Context: an optimization exercise on an open-source flow, tuned for small area and a short achievable clock period. The choices shown serve that exercise and are no tape-out recipe. At most, simulation tests tie the RTL to the original design; equivalence was not proved. The flow treats the clock pin as an ideal source. Dropping or thinning the clock tree relies on that and would not hold on a real chip. No activity file was given, so power comes from the tool's default toggle rates.

Design ultrasonido, start of the top module:
module ultrasonido(clk, trig, echo, distancia, init, done);
Size: about 260 cells after synthesis, about 68 flip-flops, ~14 I/O pins, ~2500 µm² of cells after synthesis.
Settings: LEC_CHECK=0, CAP_MARGIN=20, CORE_MARGIN=2, CORE_UTILIZATION=40, SLEW_MARGIN=20; clock period 18.0 ns.
standard.sh (not shown) runs the stock make flow with config.mk's settings and CLKGATE_MAP_FILE= SYNTH_SCRIPT=/design/flow/synth_recipe.tcl, a recipe that flattens the netlist after the stock synthesis.
==> flow/flow/run.sh <==
#!/bin/bash
# The standard ORFS layout (standard.sh) with: faster port buffers, extra
# setup margin for repair_timing, and the clock tree replaced after CTS by a
# few clock buffers on the clock port (flow/clock_leaves.tcl).
export FLOW_FLOW_DIR=$PWD/flow
bash standard.sh BUFFER_PORTS_ARGS="-buffer_cell sky130_fd_sc_hd__buf_2" CTS_ARGS="-sink_clustering_enable -repair_clock_nets -dont_use_dummy_load" CORE_UTILIZATION=70 SETUP_SLACK_MARGIN=13.7 POST_CTS_TCL=$PWD/flow/post_cts.tcl finish > standard.log 2>&1
Other scripts of this flow, unchanged in this note and not shown: flow/flow/clock_leaves.tcl, flow/flow/post_cts.tcl
==> next run, changes <==
==> flow/flow/run.sh (replaced) <==
#!/bin/bash
# The standard ORFS layout (standard.sh) with: faster port buffers, extra
# setup margin for repair_timing, and the clock tree replaced after CTS by a
# few clock buffers on the clock port (flow/clock_leaves.tcl).
export FLOW_FLOW_DIR=$PWD/flow
bash standard.sh BUFFER_PORTS_ARGS="-buffer_cell sky130_fd_sc_hd__buf_2" CORE_UTILIZATION=70 CTS_ARGS="-sink_clustering_enable -repair_clock_nets -dont_use_dummy_load" SETUP_SLACK_MARGIN=13.5 POST_CTS_TCL=$PWD/flow/post_cts.tcl finish > standard.log 2>&1
What happened: Global-route usage is lower by 1.7 points. Design area decreases by a few percent. Setup slack loses 0.017 ns. Total power stays flat.
==> next run, changes <==
==> flow/flow/run.sh (replaced) <==
#!/bin/bash
# The standard ORFS layout (standard.sh) with: faster port buffers, extra
# setup margin for repair_timing, and the clock tree replaced after CTS by a
# few clock buffers on the clock port (flow/clock_leaves.tcl).
export FLOW_FLOW_DIR=$PWD/flow
bash standard.sh BUFFER_PORTS_ARGS="-buffer_cell sky130_fd_sc_hd__buf_2" CTS_ARGS="-sink_clustering_enable -repair_clock_nets -dont_use_dummy_load" CORE_UTILIZATION=85 SETUP_SLACK_MARGIN=13.5 POST_CTS_TCL=$PWD/flow/post_cts.tcl finish > standard.log 2>&1
The new run ended with an error in global routing (5_1_grt), error GRT-0232.
Synthesized cell count is unchanged.
Synthesized area is unchanged.
No functional check of the RTL was part of any run of this note. In the first and second runs of this note the design's own scripts or RTL, not TritonCTS, make the clock network.

========
== job 101 ==
ultrasonido, a different RTL version from the one above (not shown whole).
Size in the first run: ~270 cells after synthesis, roughly 67 flip-flops, roughly 14 I/O pins, roughly 2600 sq um of cells after synthesis.
## ultrasonido
module ultrasonido(clk, trig, echo, distancia, init, done);
clock: 18.0 ns
lec_check: 0
cap_margin: 20
core_margin: 2
core_utilization: 70
slew_margin: 20
synth_hierarchical: 1
==> flow/flow/run.sh <==
#!/bin/bash
# The standard ORFS layout (standard.sh), in two runs of make:
#  1. synthesis to CTS, after which the clock tree is replaced by a few clock
#     buffers on the clock port (flow/post_cts.tcl, flow/clock_leaves.tcl);
#  2. global route to the end, with a larger setup margin for repair_timing.
set -e
export FLOW_FLOW_DIR=$PWD/flow
bash standard.sh BUFFER_PORTS_ARGS="-buffer_cell sky130_fd_sc_hd__buf_2" CTS_ARGS="-sink_clustering_enable -repair_clock_nets -dont_use_dummy_load" SETUP_SLACK_MARGIN=13.0 POST_CTS_TCL=$PWD/flow/post_cts.tcl cts > standard_to_cts.log 2>&1
bash standard.sh BUFFER_PORTS_ARGS="-buffer_cell sky130_fd_sc_hd__buf_2" CTS_ARGS="-sink_clustering_enable -repair_clock_nets -dont_use_dummy_load" SETUP_SLACK_MARGIN=13.0 SETUP_SLACK_MARGIN=13.7 TNS_END_PERCENT=0 POST_CTS_TCL=$PWD/flow/post_cts.tcl finish > standard_finish.log 2>&1
==> flow/flow/post_cts.tcl <==
# Runs at the end of ORFS's CTS step (POST_CTS_TCL).
source $::env(FLOW_FLOW_DIR)/clock_leaves.tcl
leaf_clock_tree sky130_fd_sc_hd__clkbuf_8 4
detailed_placement
estimate_parasitics -placement
Other scripts of this flow, unchanged in this note and not shown: flow/flow/clock_leaves.tcl
Job 101: full flow OK, the timing, DRC and antenna checks passed
Relative to job 101, the following input files were edited for job 102:
==> flow/flow/run.sh <==
#!/bin/bash
# The standard ORFS layout (standard.sh) with: faster port buffers, extra
# setup margin for repair_timing, and the clock tree replaced after CTS by a
# few clock buffers on the clock port (flow/clock_leaves.tcl).
export FLOW_FLOW_DIR=$PWD/flow
bash standard.sh BUFFER_PORTS_ARGS="-buffer_cell sky130_fd_sc_hd__buf_2" CTS_ARGS="-sink_clustering_enable -repair_clock_nets -dont_use_dummy_load" SETUP_SLACK_MARGIN=13.3 POST_CTS_TCL=$PWD/flow/post_cts.tcl finish > standard.log 2>&1
==> flow/flow/post_cts.tcl <==
# Runs at the end of ORFS's CTS step (POST_CTS_TCL).
source $::env(FLOW_FLOW_DIR)/clock_leaves.tcl
leaf_clock_tree sky130_fd_sc_hd__clkbuf_16 3
detailed_placement
estimate_parasitics -placement
==> comparison <==
Job 102 | status: complete | timing, DRC, antenna: pass
Job 102 does worse than job 101 on worst setup slack.
Overall overflow remaining after global route came out exactly the same in job 101 and job 102.
On job 102: multi-input combinational area share is 0.37 points lower than what job 101 gave.
Input-level comparison between job 103 and job 102:
==> flow/flow/run.sh <==
#!/bin/bash
# The standard ORFS layout (standard.sh), in two runs of make:
#  1. synthesis to CTS, after which the clock tree is replaced by a few clock
#     buffers on the clock port (flow/post_cts.tcl, flow/clock_leaves.tcl);
#  2. global route to the end, with a larger setup margin for repair_timing.
set -e
export FLOW_FLOW_DIR=$PWD/flow
bash standard.sh BUFFER_PORTS_ARGS="-buffer_cell sky130_fd_sc_hd__buf_2" CTS_ARGS="-sink_clustering_enable -repair_clock_nets -dont_use_dummy_load" SETUP_SLACK_MARGIN=13.0 POST_CTS_TCL=$PWD/flow/post_cts.tcl cts > standard_to_cts.log 2>&1
bash standard.sh BUFFER_PORTS_ARGS="-buffer_cell sky130_fd_sc_hd__buf_2" CTS_ARGS="-sink_clustering_enable -repair_clock_nets -dont_use_dummy_load" SETUP_SLACK_MARGIN=13.0 SETUP_SLACK_MARGIN=13.8 TNS_END_PERCENT=0 POST_CTS_TCL=$PWD/flow/post_cts.tcl finish > standard_finish.log 2>&1
==> flow/flow/post_cts.tcl <==
# Runs at the end of ORFS's CTS step (POST_CTS_TCL).
source $::env(FLOW_FLOW_DIR)/clock_leaves.tcl
leaf_clock_tree sky130_fd_sc_hd__clkbuf_8 4
detailed_placement
estimate_parasitics -placement
## What came out
Where final worst-path setup slack is concerned, job 102 is outperformed by job 103. Relative to job 102, the power measured on job 103 has decreased by a few percent. Delta(final-layout worst hold slack, job 103 - job 102) > 0. Job 103 vs job 102, worst slew margin relative to its limit went up by 1.8 points. Worst-case vdd ir drop shrinks by a few percent when moving from job 102 to job 103.
For job 104, these inputs were changed with respect to job 103:
==> flow/flow/run.sh <==
#!/bin/bash
# The standard ORFS layout (standard.sh), in two runs of make:
#  1. synthesis to CTS, after which the clock tree is replaced by a few clock
#     buffers on the clock port (flow/post_cts.tcl, flow/clock_leaves.tcl);
#  2. global route to the end, with a larger setup margin for repair_timing.
set -e
export FLOW_FLOW_DIR=$PWD/flow
bash standard.sh BUFFER_PORTS_ARGS="-buffer_cell sky130_fd_sc_hd__buf_2" CTS_ARGS="-sink_clustering_enable -repair_clock_nets -dont_use_dummy_load" SETUP_SLACK_MARGIN=13.0 POST_CTS_TCL=$PWD/flow/post_cts.tcl cts > standard_to_cts.log 2>&1
bash standard.sh BUFFER_PORTS_ARGS="-buffer_cell sky130_fd_sc_hd__buf_2" CTS_ARGS="-sink_clustering_enable -repair_clock_nets -dont_use_dummy_load" SETUP_SLACK_MARGIN=13.0 SETUP_SLACK_MARGIN=13.65 POST_CTS_TCL=$PWD/flow/post_cts.tcl finish > standard_finish.log 2>&1
### Flow results
Job 104 vs. job 103: power flat; post-synthesis instance total flat; clock power flat; combinational power down about 3%. Against job 103, final instance area in job 104 came out better.
Input changes introduced in job 105 (baseline for comparison: job 104):
==> flow/flow/run.sh <==
#!/bin/bash
# The standard ORFS layout (standard.sh), in two runs of make:
#  1. synthesis to CTS, after which the clock tree is replaced by a few clock
#     buffers on the clock port (flow/post_cts.tcl, flow/clock_leaves.tcl);
#  2. global route to the end, with a larger setup margin for repair_timing.
set -e
export FLOW_FLOW_DIR=$PWD/flow
bash standard.sh BUFFER_PORTS_ARGS="-buffer_cell sky130_fd_sc_hd__buf_2" CTS_ARGS="-sink_clustering_enable -repair_clock_nets -dont_use_dummy_load" SETUP_SLACK_MARGIN=13.0 POST_CTS_TCL=$PWD/flow/post_cts.tcl cts > standard_to_cts.log 2>&1
bash standard.sh BUFFER_PORTS_ARGS="-buffer_cell sky130_fd_sc_hd__buf_2" CTS_ARGS="-sink_clustering_enable -repair_clock_nets -dont_use_dummy_load" SETUP_SLACK_MARGIN=13.0 SETUP_SLACK_MARGIN=13.8 POST_CTS_TCL=$PWD/flow/post_cts.tcl finish > standard_finish.log 2>&1
Every run in the comparison, job 105 and job 104, completed the flow with a clean layout. The total leakage power of job 105 is higher than that of job 104. Job 104 ended up with distancia[8] as its capture point of the critical path; job 105 ended up with distancia[1]. flop to output pin as the type of the worst setup path was reported by job 104, and input port to flop by job 105. Routed wire length (higher): job 105. Job 104 ended up with sky130_fd_sc_hd__dfxtp_1 as its slowest stage cell on the critical path; job 105 ended up with sky130_fd_sc_hd__or2_4. Comparing job 105 and job 104, area of combinational cells with multiple inputs is lower on job 104. Of job 105 and job 104, the higher share of cell area taken by multi-input logic gates belongs to job 104. As far as share of power burned in the clock network is concerned, job 105 and job 104 perform about the same.
In every run of this note, the design's own scripts or RTL, not TritonCTS, make the clock network.

[afterwards: timing with drivers on the ports]
How much do the figures lean on ideal ports? The routed layouts below were timed once more, with nothing changed but the port constraints. Step 1, drivers: a clkbuf_16 drives clk and a buf_2 each remaining input, both assumed. Step 2 moves the port delays by t, midway between the first and last clock arrival at a register: inputs arrive t later, outputs are due t later. That takes back most of the time a late clock gives input paths. Three values: no drivers, after step 1, after step 2; two values: the first two.
| run | t (ns) | setup slack, ns | latest minus earliest clock arrival (ns) | worst data-port slew with drivers (ns) |
|---|---|---|---|---|
| the first run of note 1 | 0.202 | 13.659 / 13.681 / 13.480 | 0.005 / 0.005 | 0.04 |
| the second run of note 1 | 0.202 | 13.643 / 13.671 / 13.469 | 0.008 / 0.009 | 0.03 |
| job 101 | 0.204 | 13.762 / 13.713 / 13.624 | 0.018 / 0.018 | 0.02 |
| job 102 | 0.204 | 13.618 / 13.653 / 13.449 | 0.013 / 0.014 | 0.02 |
| job 103 | 0.204 | 13.777 / 13.738 / 13.604 | 0.019 / 0.019 | 0.02 |
| job 104 | 0.204 | 13.762 / 13.713 / 13.624 | 0.018 / 0.018 | 0.02 |
| job 105 | 0.204 | 13.777 / 13.728 / 13.602 | 0.015 / 0.016 | 0.03 |
After both steps every run listed still meets setup and hold. The setup slack of the first run of note 1, which loses most, moves by +0.022 ns with the drivers and by -0.179 ns with both steps.
